Context: an optimization exercise on an open-source flow, tuned for small area. The choices shown serve that exercise and are no tape-out recipe.
At most, simulation tests tie the RTL to the original design; equivalence was not proved.

==> inputs of try-maple <==
==> flow/design.v (excerpt) <==
module RISCVCPU(
    input  logic         clock,
    input  logic         reset,
    output logic [31:0]  imem_addr,
    input  logic [127:0] imem_data,
    output logic [9:0]   dmem_index,
    input  logic [127:0] dmem_rdata,
    output logic         dmem_we,
    output logic [127:0] dmem_wdata,
    output logic         wb_en,
    output logic [4:0]   wb_rd,
    output logic [31:0]  wb_data
);
    logic [31:0] pc;
    logic [3:0]  tcnt;
    logic        tvalid;
    logic [21:0] tvpn;
    logic [2:0]  istate;
    logic [3:0]  ivalid;
    logic [25:0] itag [0:3];
    logic        ifid0;
    logic [31:1] ifid_hi;
    wire  [31:0] ifid = {ifid_hi, ifid0};
    logic [31:7] e_ir;
    logic        eR, eI, eL, eS;
    logic [31:0] e_A, e_B;
    logic [2:0]  mcnt;
    logic [31:0] mq0, mqp;
    logic        v1, v2, v3, v4, v5;
    logic [31:0] m_alu, m_bval;
    logic [4:0]  m_rd;
    logic        m_byte;
    logic        mRI, mL, mS;
    logic [31:0] w_val;
    logic [4:0]  w_rd;
    logic        w_byp, w_wr;
    logic [31:0] rf [1:31];
    logic [3:0]  sbv;
    logic [13:2] sba [0:3];
    logic [31:0] sbd [0:3];
    logic [3:0]  sbb;
    logic [1:0]  sbh, sbt;
    logic [2:0]  sbc;
    localparam logic [1:0] C_IDLE = 2'd0, C_CMP = 2'd1, C_ALLOC = 2'd2, C_WB = 2'd3;
    logic [1:0]   cstate;
    logic [3:0]   dval, ddirty, dfilled;
    logic [13:6]  dtag [0:3];
    logic [31:0]  dw [0:15];       
    logic [13:6]  wbtag;
    logic [2:0]   mwc;
    wire [6:0] id_op  = ifid[6:0];
    wire [4:0] id_rs1 = ifid[19:15];
    wire [4:0] id_rs2 = ifid[24:20];
    wire       id_v   = id_op[0];
  ...
==> flow/config.mk <==
export PLATFORM = sky130hd
export DESIGN_NAME = RISCVCPU
export DESIGN_NICKNAME = RISCVCPU
export VERILOG_FILES = /design/flow/design.v
export SDC_FILE = /design/flow/constraint.sdc
export NUM_CORES = 4
export LEC_CHECK = 0
export CAP_MARGIN = 20
export CORE_MARGIN = 2
export CORE_UTILIZATION = 40
export CTS_CLUSTER_DIAMETER = 100
export CTS_CLUSTER_SIZE = 18
export SLEW_MARGIN = 20
==> flow/constraint.sdc <==
create_clock -name core_clock -period 20.0 [get_ports {clock}]
set_input_delay 4.0000 -clock core_clock [delete_from_list [all_inputs] [get_ports {clock}]]
set_output_delay 4.0000 -clock core_clock [all_outputs]
set_load 0.01 [all_outputs]
standard.sh (not shown) runs the stock make flow with config.mk's settings and CLKGATE_MAP_FILE= SYNTH_SCRIPT=/design/flow/synth_recipe.tcl, a recipe that flattens the netlist after the stock synthesis.
==> flow/flow/run.sh <==
#!/bin/bash
# Own layout flow: the standard flow (standard.sh) unchanged, except that
# the port buffers that global placement inserts use the smallest buffer cell.
set -euo pipefail
bash standard.sh "BUFFER_PORTS_ARGS=-buffer_cell sky130_fd_sc_hd__buf_1" finish > standard_flow.log 2>&1
==> try-indigo (differences from try-maple) <==
--- a/flow/design.v
+++ b/flow/design.v
@@ -24,10 +24,13 @@
     logic [31:7] e_ir;
     logic        eR, eI, eL, eS;
     logic [31:0] e_A, e_B;
     logic [2:0]  mcnt;
     logic [31:0] mq0, mqp;
+    logic [31:0] macc;           
+    logic [31:0] mw;             
+    logic        mwa, mwb;       
     logic        v1, v2, v3, v4, v5;
     logic [31:0] m_alu, m_bval;
     logic [4:0]  m_rd;
     logic        m_byte;
     logic        mRI, mL, mS;
@@ -99,33 +102,39 @@
         else if (e_f3[0])   alu = sll;
         else if (is_slt)    alu = {31'd0, slt};
         else                alu = sum;
     end
     wire stall_mul = (isMUL && mcnt == 3'd0) || (mcnt > 3'd1);
-    logic [31:0] prod;
-    logic [31:0] pprow [0:15];
+    wire        mfirst = (mcnt == 3'd0) || (mcnt == 3'd3);
+    wire        mhi    = mfirst;
+    wire        mmid   = (mcnt == 3'd5) || (mcnt == 3'd2);
+    wire        mold   = (mcnt == 3'd5) || (mcnt == 3'd4);
+    wire [31:0] mA = (mold && mwa) ? mw : Ain;
+    wire [31:0] mB = (mold && mwb) ? mw : Bin;
+    wire [12:0] mwin = mhi ? {4'd0, mB[31:23]} : mmid ? mB[23:11] : {mB[11:0], 1'b0};
+    logic [31:0] mstep;
+    logic [31:0] pprow [0:5];
     logic [31:0] ppneg;
     always_comb begin
         ppneg = 32'd0;
-        for (int j = 0; j < 16; j++) begin
+        for (int j = 0; j < 6; j++) begin
             logic bh, bm, bl, neg, one, two;
             logic [32:0] x;
             logic [31:0] pp;
-            bh = Bin[2*j+1];
-            bm = Bin[2*j];
-            bl = (j == 0) ? 1'b0 : Bin[2*j-1];
+            bh = mwin[2*j+2];
+            bm = mwin[2*j+1];
+            bl = mwin[2*j];
             neg = bh & ~(bm & bl);
             one = bm ^ bl;
             two = (bh & ~bm & ~bl) | (~bh & bm & bl);
-            x = {Ain ^ {32{neg}}, neg};
+            x = {mA ^ {32{neg}}, neg};
             for (int k = 0; k < 32; k++) pp[k] = (one & x[k+1]) | (two & x[k]);
             pprow[j] = pp << (2*j);
             ppneg[2*j] = neg;
         end
-        prod = pprow[0] + pprow[1] + pprow[2] + pprow[3] + pprow[4] + pprow[5] + pprow[6] + pprow[7]
-             + pprow[8] + pprow[9] + pprow[10] + pprow[11] + pprow[12] + pprow[13] + pprow[14] + pprow[15]
-             + ppneg;
+        mstep = (mfirst ? 32'd0 : {macc[19:0], 12'd0})
+              + pprow[0] + pprow[1] + pprow[2] + pprow[3] + pprow[4] + pprow[5] + ppneg;
     end
     wire        cpu_valid = mL | mS;
     wire [13:2] caddr     = m_alu[13:2];
     wire        sb_full   = (sbc == 3'd4);
     wire        sb_any    = (sbc != 3'd0);
@@ -274,12 +283,18 @@
             if (isMUL && mcnt == 3'd0) mcnt <= 3'd5;
             else if (mcnt != 3'd0)     mcnt <= mcnt - 3'd1;
             {v1, v2, v3, v4, v5} <= {isMUL, v1, v2, v3, v4};
         end
     always_ff @(posedge clock) begin
-        if (isMUL && mcnt == 3'd0) mq0 <= prod;
-        if (mcnt == 3'd1)          mqp <= prod;
+        macc <= mstep;
+        if (mcnt == 3'd4) mq0 <= mstep;
+        if (mcnt == 3'd1) mqp <= mstep;
+        if (mcnt == 3'd0) begin
+            mw  <= w_val;
+            mwa <= aW && !aM;
+            mwb <= bW && !bM;
+        end
     end
     always_ff @(posedge clock or posedge reset)
         if (reset)         {mRI, mL, mS} <= 3'd0;
         else if (en_exmem) {mRI, mL, mS} <= {eR | eI, eL, eS};
     always_ff @(posedge clock)
--- a/flow/config.mk
+++ b/flow/config.mk
@@ -7,7 +7,7 @@
 export LEC_CHECK = 0
 export CAP_MARGIN = 20
 export CORE_MARGIN = 2
 export CORE_UTILIZATION = 40
 export CTS_CLUSTER_DIAMETER = 100
-export CTS_CLUSTER_SIZE = 18
+export CTS_CLUSTER_SIZE = 22
 export SLEW_MARGIN = 20
==> try-garnet (differences from try-maple) <==
--- a/flow/design.v
+++ b/flow/design.v
@@ -24,10 +24,13 @@
     logic [31:7] e_ir;
     logic        eR, eI, eL, eS;
     logic [31:0] e_A, e_B;
     logic [2:0]  mcnt;
     logic [31:0] mq0, mqp;
+    logic [31:0] macc;           
+    logic [31:0] mw;             
+    logic        mwa, mwb;       
     logic        v1, v2, v3, v4, v5;
     logic [31:0] m_alu, m_bval;
     logic [4:0]  m_rd;
     logic        m_byte;
     logic        mRI, mL, mS;
@@ -99,33 +102,39 @@
         else if (e_f3[0])   alu = sll;
         else if (is_slt)    alu = {31'd0, slt};
         else                alu = sum;
     end
     wire stall_mul = (isMUL && mcnt == 3'd0) || (mcnt > 3'd1);
-    logic [31:0] prod;
-    logic [31:0] pprow [0:15];
+    wire        mfirst = (mcnt == 3'd0) || (mcnt == 3'd3);
+    wire        mhi    = mfirst;
+    wire        mmid   = (mcnt == 3'd5) || (mcnt == 3'd2);
+    wire        mold   = (mcnt == 3'd5) || (mcnt == 3'd4);
+    wire [31:0] mA = (mold && mwa) ? mw : Ain;
+    wire [31:0] mB = (mold && mwb) ? mw : Bin;
+    wire [12:0] mwin = mhi ? {4'd0, mB[31:23]} : mmid ? mB[23:11] : {mB[11:0], 1'b0};
+    logic [31:0] mstep;
+    logic [31:0] pprow [0:5];
     logic [31:0] ppneg;
     always_comb begin
         ppneg = 32'd0;
-        for (int j = 0; j < 16; j++) begin
+        for (int j = 0; j < 6; j++) begin
             logic bh, bm, bl, neg, one, two;
             logic [32:0] x;
             logic [31:0] pp;
-            bh = Bin[2*j+1];
-            bm = Bin[2*j];
-            bl = (j == 0) ? 1'b0 : Bin[2*j-1];
+            bh = mwin[2*j+2];
+            bm = mwin[2*j+1];
+            bl = mwin[2*j];
             neg = bh & ~(bm & bl);
             one = bm ^ bl;
             two = (bh & ~bm & ~bl) | (~bh & bm & bl);
-            x = {Ain ^ {32{neg}}, neg};
+            x = {mA ^ {32{neg}}, neg};
             for (int k = 0; k < 32; k++) pp[k] = (one & x[k+1]) | (two & x[k]);
             pprow[j] = pp << (2*j);
             ppneg[2*j] = neg;
         end
-        prod = pprow[0] + pprow[1] + pprow[2] + pprow[3] + pprow[4] + pprow[5] + pprow[6] + pprow[7]
-             + pprow[8] + pprow[9] + pprow[10] + pprow[11] + pprow[12] + pprow[13] + pprow[14] + pprow[15]
-             + ppneg;
+        mstep = (mfirst ? 32'd0 : {macc[19:0], 12'd0})
+              + pprow[0] + pprow[1] + pprow[2] + pprow[3] + pprow[4] + pprow[5] + ppneg;
     end
     wire        cpu_valid = mL | mS;
     wire [13:2] caddr     = m_alu[13:2];
     wire        sb_full   = (sbc == 3'd4);
     wire        sb_any    = (sbc != 3'd0);
@@ -274,12 +283,18 @@
             if (isMUL && mcnt == 3'd0) mcnt <= 3'd5;
             else if (mcnt != 3'd0)     mcnt <= mcnt - 3'd1;
             {v1, v2, v3, v4, v5} <= {isMUL, v1, v2, v3, v4};
         end
     always_ff @(posedge clock) begin
-        if (isMUL && mcnt == 3'd0) mq0 <= prod;
-        if (mcnt == 3'd1)          mqp <= prod;
+        macc <= mstep;
+        if (mcnt == 3'd4) mq0 <= mstep;
+        if (mcnt == 3'd1) mqp <= mstep;
+        if (mcnt == 3'd0) begin
+            mw  <= w_val;
+            mwa <= aW && !aM;
+            mwb <= bW && !bM;
+        end
     end
     always_ff @(posedge clock or posedge reset)
         if (reset)         {mRI, mL, mS} <= 3'd0;
         else if (en_exmem) {mRI, mL, mS} <= {eR | eI, eL, eS};
     always_ff @(posedge clock)
--- a/flow/config.mk
+++ b/flow/config.mk
@@ -6,8 +6,9 @@
 export NUM_CORES = 4
 export LEC_CHECK = 0
 export CAP_MARGIN = 20
 export CORE_MARGIN = 2
 export CORE_UTILIZATION = 40
-export CTS_CLUSTER_DIAMETER = 100
-export CTS_CLUSTER_SIZE = 18
+export CTS_CLUSTER_DIAMETER = 90
+export CTS_CLUSTER_SIZE = 24
+export GPL_TIMING_DRIVEN = 0
 export SLEW_MARGIN = 20
==> run notes <==
metric	try-garnet	try-maple	try-indigo
Met1 wire length	219 mm	199 mm	197 mm
Number of diodes	34	15	21
Post-Syn Area	117,000 um^2	121,000 um^2	117,000 um^2
Achievable Freq	59.2 MHz	68.6 MHz	66.5 MHz
Non-clock buffering overhead	0.0666	0.0355	0.0374
Share of post-route cells with drive strength above 1	0.0941	0.0993	0.103
Clock buffer count from CTS	119	150	125
Status	timing/DRC/antenna clean	timing/DRC/antenna clean	timing/DRC/antenna clean
Adder and majority gate portion of the synthesized area	0.0370	0.0563	0.0370
# H-tree levels	3	4	3
Layout-stage area growth over the synthesis result	13.6%	10.1%	10.2%
CP Max Fanout	10	22	56
Clock period minus final worst setup slack	16.90 ns	14.58 ns	15.03 ns
Post-detailed-placement half-perimeter wirelength	457 mm	355 mm	355 mm
Only the layout flow was run in try-maple; the RTL was not checked for function there.

re-timing with driven ports:
Ports are ideal in the flow. The routed layouts listed here were re-timed in OpenROAD. Step 1, drivers: a clkbuf_16 drives clock and a buf_2 each remaining input, both assumed. Step 2 adds t to the input delays and takes it off the output delays; t is the mean of the earliest and latest rising clock arrival at the registers after step 1. Input paths then give back, and output paths get back, about the clock's delay inside the block. Three values: ideal ports, drivers, drivers and shift; two values: the first two.
run	t, ns	slack for setup (ns)	hold slack, ns	worst setup path at the end	clock arrival spread, ns
try-maple	0.990	5.422 / 5.422 / 5.422	0.349 / 0.349 / 0.349	register to register	0.103 / 0.103
try-indigo	1.037	4.972 / 4.972 / 4.972	0.355 / 0.355 / 0.355	register to register	0.118 / 0.118
try-garnet	0.979	3.100 / 3.100 / 3.100	0.354 / 0.354 / 0.354	register to register	0.115 / 0.115
After both steps every run listed still meets setup and hold.
